This is an optimization exercise on Yosys and OpenROAD, whose aim is small area, not a production implementation.
RTL that was checked went through simulation tests only; none was proved equivalent to the original.
Power is estimated from default activity; no workload was simulated.

==> exp/zinc: inputs <==
## Tempreture
module Tempreture(clk,rst,ds_in,ds_out,ds_oe,led,cs,key1,key2,key3,key_p,key_i,key_d,static_p1,static_p2,work_status,show_flag_wire,heater_status,fan_status,heater_control,loopfin);
clock: 25.0 ns
lec_check: 0
abc_area: 1
cap_margin: 20
core_margin: 2
core_utilization: 60
cts_buf_list: sky130_fd_sc_hd__clkbuf_4
cts_cluster_diameter: 50
cts_cluster_size: 8
place_density: 0.7
slew_margin: 20
run.sh (not shown) runs the stock make flow with config.mk's settings and CLKGATE_MAP_FILE= SYNTH_SCRIPT=/design/flow/synth_recipe.tcl, a recipe that flattens the netlist after the stock synthesis.
==> exp/amber: changes against exp/zinc <==
--- a/flow/design.v
+++ b/flow/design.v
@@ -620,17 +620,19 @@
 always @(posedge clk or negedge rst)
 	if(!rst)
 	flash_flag<=2'b0;
 	else if(rise1 && show_flag)
 	flash_flag <= {flash_flag[0], ~flash_flag[1] & ~flash_flag[0]};
 endmodule
-module led_show(clk,rst,ce,ph_cnt,flash_flag,show_flag,cs,dw_h,dw_t,dw_u,data_show,data,sta_p1,sta_p2,pid_sel,pid_show);
+module led_show(clk,rst,ce,ph_cnt,div_q,div_nx,flash_flag,show_flag,cs,dw_h,dw_t,dw_u,data_show,data,sta_p1,sta_p2,pid_sel,pid_show);
 input		clk;
 input		rst;
 input		ce;
 input		[3:0]ph_cnt;
+input		[10:0]div_q;		 
+output	[10:0]div_nx;		 
 input		show_flag;
 input		[1:0]flash_flag;
 input		[11:0]data_show;
 input		[3:0]dw_h;
 input		[3:0]dw_t;
 input		[3:0]dw_u;
@@ -689,16 +691,32 @@
 assign data = {led_b7, seg7(led_code)};
 assign sta_p1 = seg8(p1_code);
 assign sta_p2 = seg8(p2_code);
 wire pid_lock = (pid_count!=10'd0);
 wire pid_mode = (pid_show!=2'b00) || pid_lock;
 wire [11:0] x = pid_mode ? {5'b00000,pid_sel} : data_show;
-wire xb = x[4'd11-ph_cnt];
+reg xb;		 
+always @*
+	case(ph_cnt)
+	4'd0: xb = x[11];
+	4'd1: xb = x[10];
+	4'd2: xb = x[9];
+	4'd3: xb = x[8];
+	4'd4: xb = x[7];
+	4'd5: xb = x[6];
+	4'd6: xb = x[5];
+	4'd7: xb = x[4];
+	4'd8: xb = x[3];
+	4'd9: xb = x[2];
+	4'd10: xb = x[1];
+	default: xb = x[0];
+	endcase
 wire first = (ph_cnt==4'd0);
-reg [3:0] r1, r2;
-reg [2:0] q2;
+wire [3:0] r1 = div_q[3:0];
+wire [3:0] r2 = div_q[7:4];
+wire [2:0] q2 = div_q[10:8];
 wire [3:0] r1_in = first ? 4'd0 : r1;
 wire [3:0] r2_in = first ? 4'd0 : r2;
 wire [2:0] q2_in = first ? 3'd0 : q2;
 function [4:0] dstep;		 
 input [3:0] r;
 input b;
@@ -717,18 +735,13 @@
 wire qb1 = st1[4];
 wire [3:0] r1_nx = st1[3:0];
 wire [4:0] st2 = dstep(r2_in, qb1);
 wire qb2 = st2[4];
 wire [3:0] r2_nx = st2[3:0];
 wire [3:0] q2_nx = {q2_in,qb2};
-always @(posedge clk)
-	begin
-	r1 <= r1_nx;
-	r2 <= r2_nx;
-	q2 <= q2_nx[2:0];
-	end
+assign div_nx = {q2_nx[2:0], r2_nx, r1_nx};
 wire [3:0] t_u = r1_nx;
 wire [3:0] t_h = q2_nx;
 wire [3:0] pid_tens = q2_nx[0] ? {1'b1, r2_nx[1], ~r2_nx[1], r2_nx[0]} : r2_nx;
 wire [3:0] hund = show_flag ? dw_h : t_h;
 wire hund_blank = (hund==4'd0 || hund==4'd10);
 wire hund_digit = !hund[3] || (!hund[2] && !hund[1]);
@@ -832,18 +845,20 @@
 			end
 		p1_code<=sta_p1_in;
 		p2_code<=sta_p2_in;
 		end
 	end
 endmodule
-module work_unity(clk,rst,ce,ph_cnt,ph_half,data_changing,dw_h,dw_t,dw_u,ds_data,d_para,heater_open,fan_open,work_c,hl4);
+module work_unity(clk,rst,ce,ph_cnt,ph_half,div_nx,div_q,data_changing,dw_h,dw_t,dw_u,ds_data,d_para,heater_open,fan_open,work_c,hl4);
 input clk;
 input rst;
 input ce;
 input [3:0]ph_cnt;
 input ph_half;
+input [10:0]div_nx;		 
+output [10:0]div_q;		 
 input data_changing;
 input [3:0]dw_h;
 input [3:0]dw_t;
 input [3:0]dw_u;
 input	[11:0]ds_data;
 input [6:0]d_para;
@@ -893,30 +908,46 @@
 wire ge11 = (|nd[11:4]) || (nd[3] && (nd[2] || (nd[1] && nd[0])));
 wire ge_m10 = (&nd[11:4]) && (nd[3:0] >= 4'd6);	 
 wire far = nd[12] ? !ge_m10 : ge11;
 wire [13:0] d3 = add14({6'd0,d_para,1'b0}, {7'd0,d_para}, 1'b0);	 
 wire [13:0] m14 = add14({d3[10:0],3'b000}, {7'd0,d_para}, 1'b0);	 
 wire [11:0] m = m14[11:0];
-wire mb = m[4'd11-ph_cnt];
+reg mb;		 
+always @*
+	case(ph_cnt)
+	4'd0: mb = m[11];
+	4'd1: mb = m[10];
+	4'd2: mb = m[9];
+	4'd3: mb = m[8];
+	4'd4: mb = m[7];
+	4'd5: mb = m[6];
+	4'd6: mb = m[5];
+	4'd7: mb = m[4];
+	4'd8: mb = m[3];
+	4'd9: mb = m[2];
+	4'd10: mb = m[1];
+	default: mb = m[0];
+	endcase
 wire start = (ph_cnt==4'd0) && !ph_half;
 reg [13:0] acc;
 wire [13:0] addend = mb ? {nerr[12],nerr} : 14'd0;
+wire [13:0] acc_nx = add14(start ? 14'd0 : {acc[12:0],1'b0}, addend, 1'b0);
 always @(posedge clk)
-	acc <= add14(start ? 14'd0 : {acc[12:0],1'b0}, addend, 1'b0);
+	acc <= {acc_nx[13:11], ph_half ? div_nx : acc_nx[10:0]};
+assign div_q = acc[10:0];
 wire gt250 = (|acc[12:8]) || ((&acc[7:3]) && (acc[2] || (acc[1] && acc[0])));
 wire [7:0] hl_d = acc[13] ? 8'd0 : gt250 ? 8'd250 : acc[7:0];
 always @(posedge clk or negedge rst)
 begin
 	if(!rst)
 	begin
 		heater_open<=0;
 		fan_open<=0;
 		contCMD<=0;
 		work_c<=0;
 		nerr<=0;
-		hl4<=0;
 	end
 	else if(ce)
 	begin
 	if(!data_changing)
 		case(contCMD)
 		2'd0:
@@ -927,18 +958,12 @@
 			end
 		2'd1:
 			begin
 			work_c<=1;
 			if(eq) contCMD<=2'd2;
 			nerr<=nd;
-			if(nd_pos)
-				hl4<=0;
-			else if(!eq)
-				hl4<=8'd250;
-			else
-				hl4<=hl_d;
 			fan_open<=hot;
 			heater_open<=!hot;
 			end
 		2'd2:
 			if(!eq) contCMD<=2'd1;
 		default: ;
@@ -946,16 +971,18 @@
 	else
 		begin
 		heater_open<=0;
 		contCMD<=0;
 		work_c<=0;
 		nerr<=0;
-		hl4<=0;
 		end
 	end
 end
+always @(posedge clk)
+	if(ce && !data_changing && contCMD==2'd1)
+		hl4 <= nd_pos ? 8'd0 : !eq ? 8'd250 : hl_d;
 endmodule
 module heatercontrol(clk,rst,ce,heater_open,hl4,heater_con);
 input clk;
 input rst;
 input ce;
 input heater_open;
@@ -1101,12 +1128,13 @@
 wire tick_1ms;
 wire [11:0]temp_data;
 wire [3:0]dw_h, dw_t, dw_u;
 wire [1:0]flash_flag_wire;
 wire rise1, rise2, rise3;
 wire post_1ms;
+wire [10:0]div_q, div_nx;
 wire [7:0]hl4;
 wire [6:0]PID_SEL;
 wire [6:0]D_PARA;
 wire [1:0]pid_show_wire;
 wire loopfin_rise = loopfin && us_half && (us_cnt==4'd0);
 clk_1us U1(
@@ -1160,12 +1188,14 @@
 				);
 led_show	U6(
 			.clk(clk),
 			.rst(rst),
 			.ce(tick_1ms),
 			.ph_cnt(us_cnt),
+			.div_q(div_q),
+			.div_nx(div_nx),
 			.flash_flag(flash_flag_wire),
 			.show_flag(show_flag_wire),
 			.cs(cs),
 			.dw_h(dw_h),
 			.dw_t(dw_t),
 			.dw_u(dw_u),
@@ -1179,12 +1209,14 @@
 work_unity U7(
 			.clk(clk),
 			.rst(rst),
 			.ce(loopfin_rise),
 			.ph_cnt(us_cnt),
 			.ph_half(us_half),
+			.div_nx(div_nx),
+			.div_q(div_q),
 			.data_changing(show_flag_wire),
 			.dw_h(dw_h),
 			.dw_t(dw_t),
 			.dw_u(dw_u),
 			.ds_data(temp_data),
 			.d_para(D_PARA),
==> flow/flow/run.sh (new file) <==
#!/bin/bash
# The standard layout (bash standard.sh: ORFS from the standard synthesis to
# finish) with two changes made through ORFS's own variables:
# - port buffers are the smallest buffer (buf_1) instead of the one ORFS picks;
# - clock tree synthesis inserts no dummy loads.
set -euo pipefail
export BUFFER_PORTS_ARGS="-buffer_cell sky130_fd_sc_hd__buf_1"
export CTS_ARGS="-sink_clustering_enable -repair_clock_nets -dont_use_dummy_load -sink_clustering_size 8 -sink_clustering_max_diameter 50 -buf_list sky130_fd_sc_hd__clkbuf_4"
bash standard.sh > standard_flow.log 2>&1
==> flow/standard.sh (new file) <==
#!/bin/bash
# synth_recipe.tcl (not shown) runs the flow's synth.tcl, then flattens the netlist and writes it again
# the make line also repeats each setting of config.mk as NAME=value (left out here)
make -C /OpenROAD-flow-scripts/flow DESIGN_CONFIG=/design/flow/config.mk WORK_HOME=/design/flow/orfs CLKGATE_MAP_FILE= SYNTH_SCRIPT=/design/flow/synth_recipe.tcl "${@:-finish}"
ABC_AREA = 0   (was 1)
CTS_BUF_LIST = not set   (was sky130_fd_sc_hd__clkbuf_4)
CTS_CLUSTER_DIAMETER = not set   (was 50)
CTS_CLUSTER_SIZE = not set   (was 8)
removed: flow/run.sh
==> summary of the runs <==
- Of exp/zinc and exp/amber, exp/amber has the higher non-clock buffer count (gap 3).
- Against exp/amber, the die area of exp/zinc is higher by about 1%.
- Between exp/amber and exp/zinc, the lower flip-flop and latch count is in exp/amber (gap 11).
- Against exp/amber, the final cell count of exp/zinc is higher by 24%.
- Against exp/zinc, the sequential share of layout area of exp/amber is higher by 0.79 points.
- Between exp/amber and exp/zinc, the lower fmax is in exp/zinc (gap 5.3%, measured against exp/zinc).
==> figures <==
Seq pwr share: exp/amber 0.649; exp/zinc 0.594
Clock buffer count in the final layout: exp/amber 38; exp/zinc 64
CP Data Arrival Time: exp/amber 8.99 ns; exp/zinc 9.43 ns
Result of the run: exp/amber no timing/DRC/antenna violations; exp/zinc no timing/DRC/antenna violations
Post-Synthesis Mean Instance Area: exp/amber 10.2 µm²; exp/zinc 8.26 µm²
Power, Total: exp/amber 595 µW; exp/zinc 676 µW
Number of nets in the layout: exp/amber 1,651; exp/zinc 2,050
Comb power: exp/amber 8.94 µW; exp/zinc 9.83 µW
Final cell utilization of the core: exp/amber 0.634; exp/zinc 0.665
Net Switching: exp/amber 138 µW; exp/zinc 156 µW
Vias per Instance: exp/amber 5.91; exp/zinc 5.27
Sequential portion of the cell area: exp/amber 0.388; exp/zinc 0.380
End of the worst hold path: exp/amber U3.sr[11]$_DFFE_PP_; exp/zinc U6.q2[1]$_DFF_P_
The RTL of exp/zinc was laid out without a check of its function.

-- afterwards: timing with drivers on the ports --
In the flow no input, the clock included, has a driving cell. The finished layouts below were timed again as built, in two steps.
Step 1: set_driving_cell puts a clkbuf_16 on clk and a buf_2 on each other input, an assumption about the parent block.
Step 2 moves the port delays by t, midway between the first and last clock arrival at a register: inputs arrive t later, outputs are due t later. That takes back most of the time a late clock gives input paths.
a / b / c = ideal / step 1 / step 2; a / b = the first two.
| run | shift t [ns] | slack for setup (ns) | hold WS [ns] | worst setup path at the end | slew at the worst register clock pin (ns) |
|---|---|---|---|---|---|
| exp/zinc | 0.668 | 16.107 / 16.107 / 16.107 | 0.432 / 0.432 / 0.432 | register to register | 0.10 / 0.10 |
| exp/amber | 0.663 | 16.550 / 16.550 / 16.550 | 0.423 / 0.423 / 0.423 | register to register | 0.09 / 0.09 |
After both steps setup and hold are still met in every run listed.
